This design comes from an exercise in tuning for small area on the open sky130 flow, not from production work.
The RTL was checked by simulation tests, not by an equivalence proof against the original design.

==> wip/quartz <==
==> flow/design.v (excerpt) <==
module fc_core(
	input logic clk,
	input logic rst,                    
	input logic data_ready,             
	input logic signed[15:0] gyro_x,
	input logic signed[15:0] gyro_y,
	input logic[11:0] ch_throttle,      
	input logic[11:0] ch_roll,          
	input logic[11:0] ch_pitch,         
	input logic[11:0] ch_arm,           
	output logic[11:0] motor_br,        
	output logic[11:0] motor_fr,        
	output logic[11:0] motor_fl,        
	output logic[11:0] motor_bl         
);
export LEC_CHECK = 0
export CAP_MARGIN = 20
export CORE_MARGIN = 2
export CORE_UTILIZATION = 55
export CTS_BUF_LIST = sky130_fd_sc_hd__clkbuf_4 sky130_fd_sc_hd__clkbuf_8
export CTS_CLUSTER_DIAMETER = 50
export CTS_CLUSTER_SIZE = 20
export SLEW_MARGIN = 20
export SYNTH_HIERARCHICAL = 1
create_clock -name core_clock -period 28.0 [get_ports {clk}]
run.sh (not shown) runs the stock make flow with config.mk's settings and CLKGATE_MAP_FILE= SYNTH_SCRIPT=/design/flow/synth_recipe.tcl, a recipe that flattens the netlist after the stock synthesis.
==> inputs of wip/willow, as changes to wip/quartz <==
Settings changed: CORE_UTILIZATION 55 to 40, CTS_CLUSTER_SIZE 20 to 16.
==> qor summary <==
| quantity | wip/quartz | wip/willow |
|---|---|---|
| Share of the clock period used by the worst path | 98.2% | 98.2% |
| Destination of the critical timing path | motor_fr[9] | motor_br[5] |
| Area used by multi-input combinational logic | 0.0229 sq mm | 0.0228 sq mm |
| Initial DRC count | 1437 | 1422 |
| Register-to-register setup slack | 14090 ps | 14230 ps |
| Die boundary width | 261 microns | 306 microns |
| Fraction of standard cell area in multi-input logic | 54.9% | 54.2% |
| Detailed-router iteration count before antenna repair | 8 | 7 |
| Final core utilization | 63.4% | 46.7% |
| Number of antenna violations at the first check in global routing | 2 | 8 |
| Final worst clock skew | 72.6 ps | 31.0 ps |
| Clock buffers created by TritonCTS | 52 | 51 |
| Global-route total usage across every layer | 23.9% | 17.7% |
| Number of global-route vias before repair | 22.7k | 23.4k |
| Run status | timing/DRC/antenna clean | timing/DRC/antenna clean |
| Number of standard-cell rows in the floorplan | 94 | 110 |

* * *

==> inputs of v32 <==
Another version of the RTL of fc_core (not shown whole).
==> module pid, before the edit <==
module pid(
	input logic clk,
	input logic rst,
	input logic data_ready,
	input logic h0_valid,               
	input logic h7_valid,               
	input logic signed[15:0] gyro,
	input logic[11:0] stick,
	output logic signed[12:0] power
);
	wire signed[9:0] s = stick[9:0] - 10'd500;
	wire neg = s[9];
	wire[8:0] mag = neg ? -s : s;
	wire[17:0] sq = mag * mag;
	wire[24:0] p75 = sq * 7'd75;
	wire signed[27:0] p75s = {3'b0, p75};
	wire signed[27:0] sp = neg ? -p75s : p75s;
	wire signed[27:0] d = sp - gyro * 28'sd2000;
	logic[23:0] h[0:7];
	logic signed[47:0] acc;
	always @(posedge clk) begin
		if (data_ready && !rst) begin
			h[0] <= d[23:0];
			for (int k = 1; k < 8; k++) h[k] <= h[k-1];
		end
	end
	always @(posedge clk) begin
		if (rst) acc <= 48'sd0;
		else if (data_ready) acc <= acc + d;
	end
	wire[23:0] h0 = h0_valid ? h[0] : 24'd0;
	wire[23:0] h7 = h7_valid ? h[7] : 24'd0;
	wire[23:0] dl = h0 - h7;
	wire[26:0] dl40 = {dl, 3'b0} + {dl[24-3:0], 5'b0};
	wire hi = !acc[47] && (acc > 48'sd10667);
	wire lo = acc[47] && (acc < -48'sd10666);
	wire signed[14:0] a15 = acc[14:0];
	wire signed[27:0] prod = a15 * 28'sd6291;
	wire signed[7:0] t = hi ? 8'sd64 : (lo ? -8'sd64 : prod[27:20]);
	wire[26:0] a = d[26:0] - dl40 + {{19{t[7]}}, t};
	assign power = a[26:14];
endmodule
==> module fc_core, before the edit <==
module fc_core(
	input logic clk,
	input logic rst,                    
	input logic data_ready,             
	input logic signed[15:0] gyro_x,
	input logic signed[15:0] gyro_y,
	input logic[11:0] ch_throttle,      
	input logic[11:0] ch_roll,          
	input logic[11:0] ch_pitch,         
	input logic[11:0] ch_arm,           
	output logic[11:0] motor_br,        
	output logic[11:0] motor_fr,        
	output logic[11:0] motor_fl,        
	output logic[11:0] motor_bl         
);
	wire[9:0] ly = ch_throttle[9:0];
	wire[9:0] arm = ch_arm[9:0];
	logic[3:0] cnt;
	always @(posedge clk) begin
		if (rst) cnt <= 4'd0;
		else if (data_ready && !cnt[3]) cnt <= cnt + 4'd1;
	end
	wire h0_valid = cnt != 4'd0;
	wire h7_valid = cnt[3];
	logic signed[12:0] rollNet, pitchNet;
	pid roll(.clk(clk), .rst(rst), .data_ready(data_ready), .h0_valid(h0_valid), .h7_valid(h7_valid),
	         .gyro(gyro_x), .stick(ch_roll), .power(rollNet));
	pid pitch(.clk(clk), .rst(rst), .data_ready(data_ready), .h0_valid(h0_valid), .h7_valid(h7_valid),
	          .gyro(gyro_y), .stick(ch_pitch), .power(pitchNet));
	wire[18:0] ly450 = ly * 9'd450;
	wire signed[14:0] thr0 = {6'b0, ly450[18:10]};
	wire signed[14:0] throttle = thr0 + 15'sd150;
	wire signed[14:0] fl = throttle + rollNet - pitchNet;
	wire signed[14:0] fr = throttle - rollNet - pitchNet;
	wire signed[14:0] bl = throttle + rollNet + pitchNet;
	wire signed[14:0] br = throttle - rollNet + pitchNet;
	function automatic [11:0] clampm(input logic signed[14:0] v, input logic en);
		clampm = !en ? 12'd0 : (v < 15'sd150 ? 12'd150 : (v > 15'sd600 ? 12'd600 : v[11:0]));
	endfunction
	logic armed;
	assign motor_br = clampm(br, armed);
	assign motor_fr = clampm(fr, armed);
	assign motor_fl = clampm(fl, armed);
	assign motor_bl = clampm(bl, armed);
	logic prev_lt;
	always @(posedge clk) begin
		if (rst) begin
			armed <= 1'b0;
			prev_lt <= 1'b1;
		end else begin
			prev_lt <= arm < 10'd500;
			if (arm > 10'd500 && prev_lt && ly < 10'd50) armed <= 1'b1;
			if (arm < 10'd500) armed <= 1'b0;
		end
	end
endmodule
clock: 28.0 ns
lec_check: 0
cap_margin: 20
core_margin: 2
core_utilization: 40
slew_margin: 20
==> v18 (differences from v32) <==
==> flow/design.v (replaced) <==
module pid(
	input logic clk,
	input logic rst,
	input logic data_ready,
	input logic signed[15:0] gyro,
	input logic[11:0] stick,
	output logic signed[12:0] power
);
	parameter signed P = 1;  
	parameter signed D = 0;
	parameter signed I = 0;
	parameter signed FS = 1000;  
	parameter signed MAX = 400;  
	parameter signed MAX_ITERM = 1024 <<< 18;
	localparam signed max_scaled = MAX * 1; 
	wire signed[60:0] scaled_gyro = gyro * FS;  
	wire signed[63:0] scaled_gyro_aligned = {scaled_gyro, {3{1'b0}}};  
	wire signed[11:0] shifted_stick = stick - 500;
	wire signed[63:0] squared_stick = shifted_stick < 0 ? (-shifted_stick * shifted_stick) : (shifted_stick * shifted_stick);
	wire signed[63:0] scaled_stick = squared_stick * max_scaled;  
	wire signed[63:0] diff = scaled_stick - scaled_gyro_aligned;  
	logic signed[63:0] prevValues[0:7];
	logic[2:0] prevValuePtr;
	logic signed[63:0] accumulator;
	wire signed[63:0] nextAcc = accumulator + diff;
	always @(posedge clk) begin
		if (rst) begin
			for (int k = 0; k < 8; k++) prevValues[k] <= 64'sd0;
			prevValuePtr <= 0;
			accumulator <= 64'sd0;
		end else if (data_ready) begin
			prevValues[prevValuePtr] <= diff;
			prevValuePtr <= prevValuePtr + 1;
			accumulator <= nextAcc;
		end
	end
	wire signed[63:0] delta = prevValues[prevValuePtr - 3'd1] - prevValues[prevValuePtr];
	wire signed[63:0] iterm = accumulator * I;
	wire signed[63:0] capped_iterm = iterm > MAX_ITERM ? MAX_ITERM : (iterm < -MAX_ITERM ? -MAX_ITERM : iterm);
	wire signed[48:0] result = (diff * P) - (delta * D) + capped_iterm;  
	assign power = result[48:36];  
endmodule
module fc_core(
	input logic clk,
	input logic rst,                    
	input logic data_ready,             
	input logic signed[15:0] gyro_x,
	input logic signed[15:0] gyro_y,
	input logic[11:0] ch_throttle,      
	input logic[11:0] ch_roll,          
	input logic[11:0] ch_pitch,         
	input logic[11:0] ch_arm,           
	output logic[11:0] motor_br,        
	output logic[11:0] motor_fr,        
	output logic[11:0] motor_fl,        
	output logic[11:0] motor_bl         
);
	localparam signed MOTOR_MIN = 150;
	localparam signed MOTOR_MAX = 600;
	wire[11:0] ly = ch_throttle; 
	wire[11:0] rx = ch_roll; 
	wire[11:0] ry = ch_pitch; 
	wire[11:0] arm = ch_arm;
	logic armed;
	wire  signed[12:0] throttle = ((ly * (MOTOR_MAX - MOTOR_MIN))>>>10) + MOTOR_MIN;
	logic signed[12:0] rollNet;
	logic signed[12:0] pitchNet;
	wire signed[12:0] yawNet = 13'sd0;
	pid #(.P(31'd4 <<< 18), .D(31'd160 <<< 18), .I(32'sd6291), .MAX(10'd300)) roll(.clk(clk),.rst(rst),.data_ready(data_ready),.gyro(gyro_x),.stick(rx), .power(rollNet));
	pid #(.P(31'd4 <<< 18), .D(31'd160 <<< 18), .I(32'sd6291), .MAX(10'd300)) pitch(.clk(clk),.rst(rst),.data_ready(data_ready),.gyro(gyro_y),.stick(ry), .power(pitchNet));
	wire signed[15:0] fl = throttle +rollNet -pitchNet -yawNet;
	wire signed[15:0] fr = throttle -rollNet -pitchNet +yawNet;
	wire signed[15:0] bl = throttle +rollNet +pitchNet +yawNet;
	wire signed[15:0] br = throttle -rollNet +pitchNet -yawNet;
	assign motor_br = !armed ? 1'b0 : (br < MOTOR_MIN ? MOTOR_MIN : (br > MOTOR_MAX ? MOTOR_MAX : br));
	assign motor_fr = !armed ? 1'b0 : (fr < MOTOR_MIN ? MOTOR_MIN : (fr > MOTOR_MAX ? MOTOR_MAX : fr));
	assign motor_fl = !armed ? 1'b0 : (fl < MOTOR_MIN ? MOTOR_MIN : (fl > MOTOR_MAX ? MOTOR_MAX : fl));
	assign motor_bl = !armed ? 1'b0 : (bl < MOTOR_MIN ? MOTOR_MIN : (bl > MOTOR_MAX ? MOTOR_MAX : bl));
	logic[11:0] prev_arm;
	always @(posedge clk) begin
		if (rst) begin
			armed <= 0;
			prev_arm <= 0;
		end else begin
			prev_arm <= arm;
			if (arm > 500 && prev_arm < 500) begin
				if (ly < 50) armed <= 1;
			end
			if (arm < 500) armed <= 0;
		end
	end
endmodule
==> Flow_metrics.wiki <==
{| class="wikitable"
! Metric !! Value
|-
| Die height || 381 microns
|-
| Share of the clock period used by the worst path || 0.969
|-
| Clock sink total || 486
|-
| Run status || finished clean
|-
| Worst endpoint data arrival time || 21540 ps
|-
| Sequential cell count of the final layout || 486
|-
| Non-Clock Inverter Count || 962
|-
| Antenna fix cells || 0
|-
| Count of cells resized by post-cts repair || 21
|-
| Clock slew seen by the registers of the worst setup and hold paths || 60 ps
|-
| Synthesis-to-finish area growth || 14.8%
|-
| Fraction of final layout cells sized beyond drive strength 1 || 0.0996
|-
| Transition time at the pin with the least slew margin || 1030 ps
|-
| Routed length on met1 || 63.1 mm
|-
| I/O Buffers || 114
|}
Source of the figures above: v32

==> Flow_metrics.wiki <==
{| class="wikitable"
! Metric !! Value
|-
| Run status || finished clean
|-
| Clock sink total || 531
|-
| Initial antenna violation count || 5
|-
| I/O Buffers || 122
|-
| Routed length on met1 || 180 mm
|-
| Reg2reg setup slack || 21790 ps
|-
| Clock slew seen by the registers of the worst setup and hold paths || 50 ps
|-
| Synthesis-to-finish area growth || 8.13%
|-
| Die height || 609 microns
|-
| Share of the clock period used by the worst path || 0.977
|-
| Transition time at the pin with the least slew margin || 1060 ps
|-
| Count of cells resized by post-cts repair || 9
|-
| Non-Clock Inverter Count || 3404
|-
| Antenna fix cells || 2
|-
| Worst endpoint data arrival time || 21750 ps
|-
| Sequential cell count of the final layout || 531
|}
Source of the figures above: v18

afterwards: timing with drivers on the ports:
In the flow no input, the clock included, has a driving cell. The finished layouts below were timed again as built, in two steps.
Step 1 sets driving cells, clkbuf_16 on the clock port and buf_2 on the other inputs (assumed; they add their load-dependent delay and slew).
Step 2 times the ports against the registers' clock, not the clock port: input delays grow and output delays shrink by t, the midpoint of the rising clock arrivals with the driver on.
Slacks: ideal / step 1 / step 2; pairs: ideal / step 1.
| run | shift t [ns] | setup WS [ns] | worst setup path after step 2 | clock arrival spread, ns |
|---|---|---|---|---|
| wip/quartz | 0.703 | 0.512 / 0.467 / 0.467 | input to output | 0.072 / 0.072 |
| wip/willow | 0.710 | 0.516 / 0.492 / 0.492 | input to output | 0.047 / 0.047 |
| v32 | 0.667 | 0.860 / 0.835 / 0.835 | input to output | 0.024 / 0.025 |
| v18 | 0.778 | 0.645 / 0.488 / 0.488 | input to output | 0.059 / 0.059 |
After both steps every run listed still meets setup and hold. For v18, which loses most, drivers alone change the setup slack by -0.157 ns; drivers and shift together by -0.157 ns.
